This is an optimization exercise on Yosys and OpenROAD, whose aim is small area, not a production implementation. Only simulation tests tie the RTL to the original design; equivalence was not proved. No activity file was given, so power comes from the tool's default toggle rates.

Design eve_pe, start of the top module:
module eve_pe
#(
parameter WORD_SZ = 32,
parameter GENE_SZ = 64,
parameter ATTR_SZ = 8
)(
input clk,
input rst,
input setup,
input state,
input [GENE_SZ - 1: 0]  data_in1,
input [GENE_SZ - 1: 0]  data_in2,
input [GENE_SZ - 1: 0]  gene_in1,
input [GENE_SZ - 1: 0]  gene_in2,
input [GENE_SZ - 1: 0]  random_num_pack,
output [GENE_SZ - 1: 0]  gene_out1,
output [GENE_SZ - 1: 0]  gene_out2,
output [GENE_SZ - 1: 0]  gene_out3,
output reg [2 : 0]  out_valid
);
==> flow/config.mk <==
export PLATFORM = sky130hd
export DESIGN_NAME = eve_pe
export DESIGN_NICKNAME = eve_pe
export VERILOG_FILES = /design/flow/design.v
export SDC_FILE = /design/flow/constraint.sdc
export NUM_CORES = 4
export LEC_CHECK = 0
export CAP_MARGIN = 0
export CORE_MARGIN = 2
export CORE_UTILIZATION = 80
export SLEW_MARGIN = 0
==> flow/constraint.sdc <==
create_clock -name core_clock -period 4.5 [get_ports {clk}]
set_input_delay 0.9000 -clock core_clock [delete_from_list [all_inputs] [get_ports {clk}]]
set_output_delay 0.9000 -clock core_clock [all_outputs]
set_load 0.01 [all_outputs]
standard.sh (not shown) runs the stock make flow with config.mk's settings and CLKGATE_MAP_FILE= SYNTH_SCRIPT=/design/flow/synth_recipe.tcl, a recipe that flattens the netlist after the stock synthesis.
==> flow/flow/run.sh <==
#!/bin/bash
# The standard layout (the standard.sh: ORFS synthesis with the standard flow's
# synthesis script, floorplan, placement, CTS, routing), with four changes:
#  - synthesis maps the logic with ABC's area-oriented mapper (flow/abc_area.script
#    in place of ORFS's abc_speed.script); registers are mapped as before;
#  - the port buffers that placement puts on every input and output are the
#    platform's smallest buffer, sky130_fd_sc_hd__buf_1;
#  - CTS inserts no dummy loads;
#  - the constant outputs share one tie cell per value (no tie fanout repair).
# make's full output goes to standard.log in the folder this runs in.
set -euo pipefail
here=$(pwd)
rm -rf "$here/scripts"
cp -r "$FLOW_HOME/scripts" "$here/scripts"
cp "$here/flow/abc_area.script" "$here/scripts/abc_speed.script"
export BUFFER_PORTS_ARGS="-buffer_cell sky130_fd_sc_hd__buf_1"
export SKIP_REPAIR_TIE_FANOUT=1
export CTS_ARGS="-sink_clustering_enable -repair_clock_nets -sink_clustering_size 16 -sink_clustering_max_diameter 45 -buf_list sky130_fd_sc_hd__clkbuf_8 -dont_use_dummy_load"
bash standard.sh SCRIPTS_DIR="$here/scripts" finish > standard.log 2>&1
==> flow/flow/abc_area.script <==
strash
dch -f
map -a
topo
mfs2 -a
strash
dch -f
map -a
topo
The first run completed with no timing, DRC or antenna violations.
Change:
--- a/flow/flow/run.sh
+++ b/flow/flow/run.sh
@@ -2,3 +2,3 @@
 # The standard layout (the standard.sh: ORFS synthesis with the standard flow's
-# synthesis script, floorplan, placement, CTS, routing), with four changes:
+# synthesis script, floorplan, placement, CTS, routing), with three changes:
 #  - synthesis maps the logic with ABC's area-oriented mapper (flow/abc_area.script
@@ -7,4 +7,3 @@
 #    platform's smallest buffer, sky130_fd_sc_hd__buf_1;
-#  - CTS inserts no dummy loads;
-#  - the constant outputs share one tie cell per value (no tie fanout repair).
+#  - CTS inserts no dummy loads.
 # make's full output goes to standard.log in the folder this runs in.
@@ -16,3 +15,2 @@
 export BUFFER_PORTS_ARGS="-buffer_cell sky130_fd_sc_hd__buf_1"
-export SKIP_REPAIR_TIE_FANOUT=1
 export CTS_ARGS="-sink_clustering_enable -repair_clock_nets -sink_clustering_size 16 -sink_clustering_max_diameter 45 -buf_list sky130_fd_sc_hd__clkbuf_8 -dont_use_dummy_load"
Outcome: Clock power goes up by about 1%. Setup slack is worse by 0.081 ns. Global-route usage goes up by 3.7 points. Die area stays the same. Wire length goes up by 10%. Worst hold slack hardly moves. Design area goes up by 0.68%. Via count goes up by 4.8%. Cell count goes up by 1.6%. Synthesized cell count stays the same.
Change:
--- a/flow/flow/run.sh
+++ b/flow/flow/run.sh
@@ -2,3 +2,3 @@
 # The standard layout (the standard.sh: ORFS synthesis with the standard flow's
-# synthesis script, floorplan, placement, CTS, routing), with three changes:
+# synthesis script, floorplan, placement, CTS, routing), with four changes:
 #  - synthesis maps the logic with ABC's area-oriented mapper (flow/abc_area.script
@@ -7,3 +7,4 @@
 #    platform's smallest buffer, sky130_fd_sc_hd__buf_1;
-#  - CTS inserts no dummy loads.
+#  - CTS inserts no dummy loads;
+#  - the constant outputs share one tie cell per value (no tie fanout repair).
 # make's full output goes to standard.log in the folder this runs in.
@@ -15,2 +16,3 @@
 export BUFFER_PORTS_ARGS="-buffer_cell sky130_fd_sc_hd__buf_1"
+export SKIP_REPAIR_TIE_FANOUT=1
 export CTS_ARGS="-sink_clustering_enable -repair_clock_nets -sink_clustering_size 16 -sink_clustering_max_diameter 45 -buf_list sky130_fd_sc_hd__clkbuf_8 -dont_use_dummy_load"
==> flow/flow/abc_area.script (replaced) <==
strash
dch -f
amap
topo
Effect: The changed run completed with no timing, DRC or antenna violations; first-iteration DRC count is higher by about 1.3%; combinational power is about the same; final area went down by about 1.7%; die area went down by about 1.2%; setup slack gets better by 0.11 ns; power barely changes; clock skew falls by 0.018 ns; global-route usage drops by 3.0 points; core utilization climbs by 0.44 points; sequential share of layout area climbs by 1.1 points.
Change:
--- a/flow/flow/run.sh
+++ b/flow/flow/run.sh
@@ -2,3 +2,3 @@
 # The standard layout (the standard.sh: ORFS synthesis with the standard flow's
-# synthesis script, floorplan, placement, CTS, routing), with four changes:
+# synthesis script, floorplan, placement, CTS, routing), with three changes:
 #  - synthesis maps the logic with ABC's area-oriented mapper (flow/abc_area.script
==> flow/flow/abc_area.script (replaced) <==
strash
dch -f
map -a
topo
mfs2 -a
strash
dch -f
map -a
topo
=> Total power shrinks slightly; clock-buffer cell count is unchanged; register-to-register slack gets worse by 0.47 ns; cell area grows slightly.

[what the ideal ports hide]
No port has a modelled driver above. Below, the same layouts with a new extraction and two added sets of constraints. Step 1 (the two cells are an assumption about what drives the block):
set clk [get_ports {clk}]
set_driving_cell -lib_cell sky130_fd_sc_hd__clkbuf_16 $clk
set_driving_cell -lib_cell sky130_fd_sc_hd__buf_2 [delete_from_list [all_inputs] $clk]
Step 2, shift: input delay + t, output delay - t, t = (earliest + latest rising clock arrival at the registers) / 2. This alone moves slack from input paths to output paths. Three values: ideal, step 1, step 2; two values: the first two.
| run | shift t [ns] | slack for setup (ns) | hold WS [ns] | latest minus earliest clock arrival (ns) | slew at the worst register clock pin (ns) |
|---|---|---|---|---|---|
| the first run | 0.641 | 0.589 / 0.617 / -0.024 | 0.308 / 0.308 / 0.308 | 0.051 / 0.051 | 0.11 / 0.11 |
| the second run | 0.646 | 0.508 / 0.508 / -0.103 | 0.311 / 0.311 / 0.311 | 0.086 / 0.086 | 0.10 / 0.10 |
| the third run | 0.651 | 0.615 / 0.622 / -0.030 | 0.302 / 0.302 / 0.302 | 0.069 / 0.069 | 0.10 / 0.10 |
| the fourth run | 0.641 | 0.589 / 0.617 / -0.024 | 0.308 / 0.308 / 0.308 | 0.051 / 0.051 | 0.11 / 0.11 |
Met with ideal ports but missed after step 2: setup timing in every run listed. The setup slack of the third run, which loses most, moves by +0.007 ns with the drivers and by -0.645 ns with both steps.
